Source: an optimization exercise on an open RTL-to-GDS flow (aim: small area, a short achievable clock period and few clock cycles). Production flows keep margins and buffers that such runs may drop.
In this exercise RTL edits were held to simulation tests only and were not proved equivalent to the original.
Power and IR drop assume default switching activity.

==> flow/design.v <==
module processor(
input clock,
input reset,
output [11:2] imem_addr,
input [31:0] imem_rdata,
output [31:0] dmem_addr,
output [31:0] dmem_wdata,
output [3:0] dmem_wstrb,
input [31:0] dmem_rdata,
output wb_en,
output [4:0] wb_reg,
output [31:0] wb_data
);
reg  [31:2] pc;         
reg  [31:0] ir;         
reg         vD;         
reg  [31:2] pcD;        
reg  [31:1] rsOH, rtOH; 
reg  [31:0] aE;         
reg  [31:0] bE;         
reg  [31:0] sE;         
reg  [31:2] tgtE;       
reg  [4:0]  rdE;        
reg         weE;        
reg         ldE;        
reg         subE;       
reg         unsE;       
reg         selAdd, selLogic, selSlt, selShift, selLink;
reg  [1:0]  logicE;     
reg         shLeftE, shArithE;
reg         stE;        
reg  [1:0]  sizeE;      
reg         ldSignE;    
reg         brE;        
reg         predE;      
reg         beqE, bneE, blezE, bgtzE, bltzE, bgezE;
reg  [31:0] mRes;       
reg  [31:0] mData;      
reg  [3:0]  mStrb;      
reg         mLoad;      
reg  [3:0]  mB0;        
reg  [1:0]  mB1;        
reg         mW;         
reg         mX8;        
reg         mX16;       
reg         mSB, mSH;   
reg         mWe;
reg  [4:0]  mRd;
reg         wEn;
reg  [4:0]  wReg;
reg  [31:0] wData;
reg  [31:0] rf [1:31];
wire [31:0] resE;       
wire [31:0] mVal;       
wire        redirect;   
wire [31:2] redirPc;
wire [5:0] op  = ir[31:26];
wire [4:0] rs  = ir[25:21];
wire [4:0] rt  = ir[20:16];
wire [4:0] rd  = ir[15:11];
wire [5:0] fn  = ir[5:0];
wire [15:0] imm = ir[15:0];
wire rtype   = (op == 6'h00);
wire regimm  = (op == 6'h01);
wire isJ     = (op == 6'h02);
wire isJal   = (op == 6'h03);
wire isBeq   = (op == 6'h04);
wire isBne   = (op == 6'h05);
wire isBlez  = (op == 6'h06);
wire isBgtz  = (op == 6'h07);
wire isAddi  = (op == 6'h08) || (op == 6'h09);
wire isSlti  = (op == 6'h0a);
wire isSltiu = (op == 6'h0b);
wire isAndi  = (op == 6'h0c);
wire isOri   = (op == 6'h0d);
wire isXori  = (op == 6'h0e);
wire isLui   = (op == 6'h0f);
wire isLoad  = (op[5:3] == 3'b100);
wire isStore = (op[5:3] == 3'b101);
wire isBr    = regimm || isBeq || isBne || isBlez || isBgtz;
wire rAdd   = rtype && (fn[5:2] == 4'b1000);             
wire rLogic = rtype && (fn[5:2] == 4'b1001);             
wire rSlt   = rtype && (fn[5:1] == 5'b10101);            
wire rShift = rtype && (fn[5:3] == 3'b000) && (fn != 6'h01) && (fn != 6'h05);
wire rShImm = rShift && !fn[2];                          
wire rJr    = rtype && (fn == 6'h08);
wire rJalr  = rtype && (fn == 6'h09);
wire isJr   = rJr || rJalr;
wire immOp  = isAddi || isSlti || isSltiu || isAndi || isOri || isXori || isLui || isLoad || isStore;
wire zext   = isAndi || isOri || isXori;
wire sub    = (rAdd && fn[1]) || rSlt || isSlti || isSltiu;
wire useRs  = !(isJ || isJal || isLui || rShImm);
wire useRt  = rtype || isBeq || isBne || isStore;
reg  [4:0] dst;
always @(*) begin
	dst = 5'd0;
	if (rAdd || rLogic || rSlt || rShift || rJalr) dst = rd;
	else if (isAddi || isSlti || isSltiu || isAndi || isOri || isXori || isLui || isLoad) dst = rt;
	else if (isJal) dst = 5'd31;
end
reg  [31:0] rsRf, rtRf;
integer k;
always @(*) begin
	rsRf = 32'd0;
	rtRf = 32'd0;
	for (k = 1; k < 32; k = k + 1) begin
		rsRf = rsRf | ({32{rsOH[k]}} & rf[k]);
		rtRf = rtRf | ({32{rtOH[k]}} & rf[k]);
	end
end
wire eRs = weE && (rdE == rs);
wire eRt = weE && (rdE == rt);
wire mRs = mWe && (mRd == rs);
wire mRt = mWe && (mRd == rt);
wire wRs = wEn && (wReg == rs);
wire wRt = wEn && (wReg == rt);
wire stall = vD && ((ldE && ((eRs && useRs) || (eRt && useRt))) || (isJr && (eRs || mRs)));
wire [31:0] rsBase = wRs ? wData : rsRf;
wire [31:0] rtBase = wRt ? wData : rtRf;
wire [31:0] rsVal = eRs ? resE : mRs ? mVal : rsBase;
wire [31:0] rtVal = eRt ? resE : mRt ? mVal : rtBase;
wire [31:0] immX = isLui ? {imm, 16'd0} : zext ? {16'd0, imm} : {{16{imm[15]}}, imm};
wire [31:0] opB  = immOp ? immX : rtVal;
wire [31:2] pcInc = pc + 30'd1;
wire [31:2] brTgtD = pc + {{14{imm[15]}}, imm};
wire [31:2] jTgtD  = {{4{ir[25]}}, ir[25:0]};
wire predTaken = isBr && imm[15];           
reg  [31:2] pcOther;
always @(*) begin
	if (redirect) pcOther = redirPc;
	else if (stall) pcOther = pc;
	else if (vD && (isJ || isJal)) pcOther = jTgtD;
	else if (vD && predTaken) pcOther = brTgtD;
	else pcOther = pcInc;
end
wire selJr = vD && isJr && !redirect && !stall;
wire [31:2] nextPc = selJr ? rsBase[31:2] : pcOther;
assign imem_addr = pc[11:2];
wire [31:0] A = aE;
wire [31:0] B = bE;
wire [32:0] sum;
wire [31:0] pg0 = A ^ B;
wire [31:0] gs [0:5];
wire [31:0] ps [0:5];
assign gs[0] = A & B;
assign ps[0] = pg0;
genvar lv, bi;
generate for (lv = 0; lv < 5; lv = lv + 1) begin : ks
	for (bi = 0; bi < 32; bi = bi + 1) begin : b
		if (bi >= (1 << lv)) begin : c
			assign gs[lv+1][bi] = gs[lv][bi] | (ps[lv][bi] & gs[lv][bi - (1 << lv)]);
			assign ps[lv+1][bi] = ps[lv][bi] & ps[lv][bi - (1 << lv)];
		end else begin : p
			assign gs[lv+1][bi] = gs[lv][bi];
			assign ps[lv+1][bi] = ps[lv][bi];
		end
	end
end endgenerate
wire [31:0] cy = gs[5] | (ps[5] & {32{subE}});
assign sum[31:0] = pg0 ^ {cy[30:0], subE};
assign sum[32] = cy[31];
wire ltu = ~sum[32];
wire lts = (A[31] == B[31]) ? A[31] : sum[31];
wire lt  = unsE ? ltu : lts;
reg [31:0] logicR;
always @(*) begin
	case (logicE)
		2'd0: logicR = A & B;
		2'd1: logicR = A | B;
		2'd2: logicR = A ^ B;
		default: logicR = ~(A | B);
	endcase
end
wire [4:0] shamt = A[4:0];
wire [31:0] shIn, shR;
wire [32:0] shOut = $signed({shArithE & sE[31], shIn}) >>> shamt;
genvar gi;
generate for (gi = 0; gi < 32; gi = gi + 1) begin : rev
	assign shIn[gi] = shLeftE ? sE[31-gi] : sE[gi];
	assign shR[gi]  = shLeftE ? shOut[31-gi] : shOut[gi];
end endgenerate
wire [31:2] pcDInc = pcD + 30'd1;
assign resE = ({32{selAdd}}   & sum[31:0])
            | ({32{selLogic}} & logicR)
            | ({32{selSlt}}   & {31'd0, lt})
            | ({32{selShift}} & shR)
            | ({32{selLink}}  & {pcDInc, 2'b00});
wire eq = (A == sE);
wire taken = (beqE & eq) | (bneE & ~eq) | (blezE & (A[31] | eq)) |
             (bgtzE & ~A[31] & ~eq) | (bltzE & A[31]) | (bgezE & ~A[31]);
assign redirect = brE && (taken != predE);
assign redirPc  = taken ? tgtE : pcDInc;
reg [3:0] strb;
always @(*) begin
	case (sizeE)
		2'd0: strb = 4'b0001 << sum[1:0];
		2'd1: strb = sum[1] ? 4'b1100 : 4'b0011;
		default: strb = 4'b1111;
	endcase
end
assign dmem_addr  = mRes;
assign dmem_wdata = mData;
assign dmem_wstrb = mStrb;
wire [7:0] L0 = dmem_rdata[7:0];
wire [7:0] L1 = dmem_rdata[15:8];
wire [7:0] L2 = dmem_rdata[23:16];
wire [7:0] L3 = dmem_rdata[31:24];
wire [7:0] ldB0 = ({8{mB0[0]}} & L0) | ({8{mB0[1]}} & L1) | ({8{mB0[2]}} & L2) | ({8{mB0[3]}} & L3);
wire [7:0] ldB1 = ({8{mB1[0]}} & L1) | ({8{mB1[1]}} & L3);
wire ext = (mSB & ldB0[7]) | (mSH & ldB1[7]);
wire nl = !mLoad;
assign mVal[7:0]   = ldB0 | ({8{nl}} & mRes[7:0]);
assign mVal[15:8]  = ldB1 | ({8{mX8 & ext}}) | ({8{nl}} & mRes[15:8]);
assign mVal[31:16] = ({16{mW}} & {L3, L2}) | ({16{mX16 & ext}}) | ({16{nl}} & mRes[31:16]);
always @(posedge clock)
	if (wEn) rf[wReg] <= wData;
assign wb_en   = wEn;
assign wb_reg  = wReg;
assign wb_data = wData;
wire [4:0] fRs = {imem_rdata[1:0], imem_rdata[15:13]};
wire [4:0] fRt = imem_rdata[12:8];
integer j;
wire go = vD && !stall;     
always @(posedge clock or posedge reset) begin
	if (reset) begin
		pc  <= 30'h00100000;    
		vD  <= 1'b0;
		weE <= 1'b0; stE <= 1'b0; ldE <= 1'b0; brE <= 1'b0;
		mStrb <= 4'd0; mWe <= 1'b0; mLoad <= 1'b0;
		wEn <= 1'b0;
	end else begin
		pc  <= nextPc;
		vD  <= !redirect;
		weE <= go && (dst != 5'd0);
		stE <= go && isStore;
		ldE <= go && isLoad;
		brE <= go && isBr;
		mStrb <= stE ? strb : 4'd0;
		mWe <= weE;
		mLoad <= ldE;
		wEn <= mWe;
	end
end
always @(posedge clock) begin
	if (!stall) begin
		ir  <= {imem_rdata[7:0], imem_rdata[15:8], imem_rdata[23:16], imem_rdata[31:24]};
		pcD <= pc;
		for (j = 1; j < 32; j = j + 1) begin
			rsOH[j] <= (fRs == j);
			rtOH[j] <= (fRt == j);
		end
	end
	aE <= rShImm ? {27'd0, ir[10:6]} : rsVal;
	bE <= sub ? ~opB : opB;
	sE <= rtVal;
	tgtE <= brTgtD;
	rdE <= dst;
	subE <= sub;
	unsE <= (rSlt && fn[0]) || isSltiu;
	selAdd <= rAdd || isAddi || isLoad || isStore;
	selLogic <= rLogic || isAndi || isOri || isXori || isLui;
	logicE <= rLogic ? fn[1:0] : isAndi ? 2'd0 : isXori ? 2'd2 : 2'd1;
	selSlt <= rSlt || isSlti || isSltiu;
	selShift <= rShift;
	selLink <= isJal || rJalr;
	shLeftE <= (fn[1:0] == 2'b00);
	shArithE <= fn[0];
	sizeE <= op[1:0];
	ldSignE <= !op[2];
	predE <= predTaken;
	beqE  <= isBeq;
	bneE  <= isBne;
	blezE <= isBlez;
	bgtzE <= isBgtz;
	bltzE <= regimm && !rt[0];
	bgezE <= regimm && rt[0];
	mRes  <= resE;
	mData <= (sizeE == 2'd0) ? {4{sE[7:0]}} : (sizeE == 2'd1) ? {2{sE[15:0]}} : sE;
	mB0   <= {4{ldE}} & ((sizeE == 2'd0) ? (4'b0001 << sum[1:0]) :
	                     (sizeE == 2'd1) ? {1'b0, sum[1], 1'b0, !sum[1]} : 4'b0001);
	mB1   <= {2{ldE}} & ((sizeE == 2'd1) ? {sum[1], !sum[1]} : (sizeE == 2'd3) ? 2'b01 : 2'b00);
	mW    <= ldE && (sizeE == 2'd3);
	mX8   <= ldE && (sizeE == 2'd0);
	mX16  <= ldE && (sizeE != 2'd3);
	mSB   <= ldE && ldSignE && (sizeE == 2'd0);
	mSH   <= ldE && ldSignE && (sizeE == 2'd1);
	mRd   <= rdE;
	wReg  <= mRd;
	wData <= mVal;
end
endmodule
Settings: LEC_CHECK=0, CAP_MARGIN=20, CORE_MARGIN=2, CORE_UTILIZATION=40, PLACE_DENSITY=0.6, SLEW_MARGIN=20, TNS_END_PERCENT=100; clock period 10.5 ns.
standard.sh (not shown) runs the stock make flow with config.mk's settings and CLKGATE_MAP_FILE= SYNTH_SCRIPT=/design/flow/synth_recipe.tcl, a recipe that flattens the netlist after the stock synthesis.
==> flow/flow/run.sh <==
#!/bin/bash
set -euo pipefail
MARGIN=$(cat flow/margin.txt)
bash standard.sh SETUP_SLACK_MARGIN="$MARGIN" "BUFFER_PORTS_ARGS=-buffer_cell sky130_fd_sc_hd__buf_2" finish > flow_make.log 2>&1
==> flow/flow/margin.txt <==
7.0
Testbench counts at the start, summed over its fixed seeds: cycles 99,900.
Edit:
--- a/flow/design.v
+++ b/flow/design.v
@@ -19,7 +19,7 @@
 reg  [31:0] aE;         
 reg  [31:0] bE;         
 reg  [31:0] sE;         
-reg  [31:2] tgtE;       
+reg  [15:0] iE;         
 reg  [4:0]  rdE;        
 reg         weE;        
 reg         ldE;        
@@ -122,7 +122,7 @@
 wire [31:0] immX = isLui ? {imm, 16'd0} : zext ? {16'd0, imm} : {{16{imm[15]}}, imm};
 wire [31:0] opB  = immOp ? immX : rtVal;
 wire [31:2] pcInc = pc + 30'd1;
-wire [31:2] brTgtD = pc + {{14{imm[15]}}, imm};
+wire [31:2] brTgtD = pcD + 30'd1 + {{14{imm[15]}}, imm};
 wire [31:2] jTgtD  = {{4{ir[25]}}, ir[25:0]};
 wire predTaken = isBr && imm[15];           
 reg  [31:2] pcOther;
@@ -189,7 +189,7 @@
 wire taken = (beqE & eq) | (bneE & ~eq) | (blezE & (A[31] | eq)) |
              (bgtzE & ~A[31] & ~eq) | (bltzE & A[31]) | (bgezE & ~A[31]);
 assign redirect = brE && (taken != predE);
-assign redirPc  = taken ? tgtE : pcDInc;
+assign redirPc  = taken ? (pcD + {{14{iE[15]}}, iE}) : pcDInc;
 reg [3:0] strb;
 always @(*) begin
 	case (sizeE)
@@ -253,7 +253,7 @@
 	aE <= rShImm ? {27'd0, ir[10:6]} : rsVal;
 	bE <= sub ? ~opB : opB;
 	sE <= rtVal;
-	tgtE <= brTgtD;
+	iE <= imm;
 	rdE <= dst;
 	subE <= sub;
 	unsE <= (rSlt && fn[0]) || isSltiu;
=> Wire length went down slightly. Setup slack is better by 58 ps. Worst hold slack is better by 11 ps. Total power went up by a few percent. Final area went up by a few percent. Synthesized cell count went up by a few percent. Fmax went up slightly. Clock power went down by a few percent. Non-clock buffer count went up by 73. Via count went up by a few percent. Critical path depth went up by 5. Combinational power went up by about a fifth. Core utilization went up by 0.65 points.
Testbench counts after the change, summed over its fixed seeds: cycles 99,900.

[afterwards: timing with drivers on the ports]
How much do the figures lean on ideal ports? The routed layouts below were timed once more, with nothing changed but the port constraints. Step 1: set_driving_cell puts a clkbuf_16 on clock and a buf_2 on each other input, an assumption about the parent block. Step 2 moves the port delays by t, midway between the first and last clock arrival at a register: inputs arrive t later, outputs are due t later. That takes back most of the time a late clock gives input paths. Slacks: ideal / step 1 / step 2; pairs: ideal / step 1.
run	t, ns	setup WS [ns]	cell pins on the clock port's net
the first run	0.901	6.678 / 6.678 / 6.165	1
the second run	0.909	6.736 / 6.736 / 6.055	1
After both steps every run listed still meets setup and hold. For the second run, which loses most, drivers alone change the setup slack by 0.000 ns; drivers and shift together by -0.681 ns.
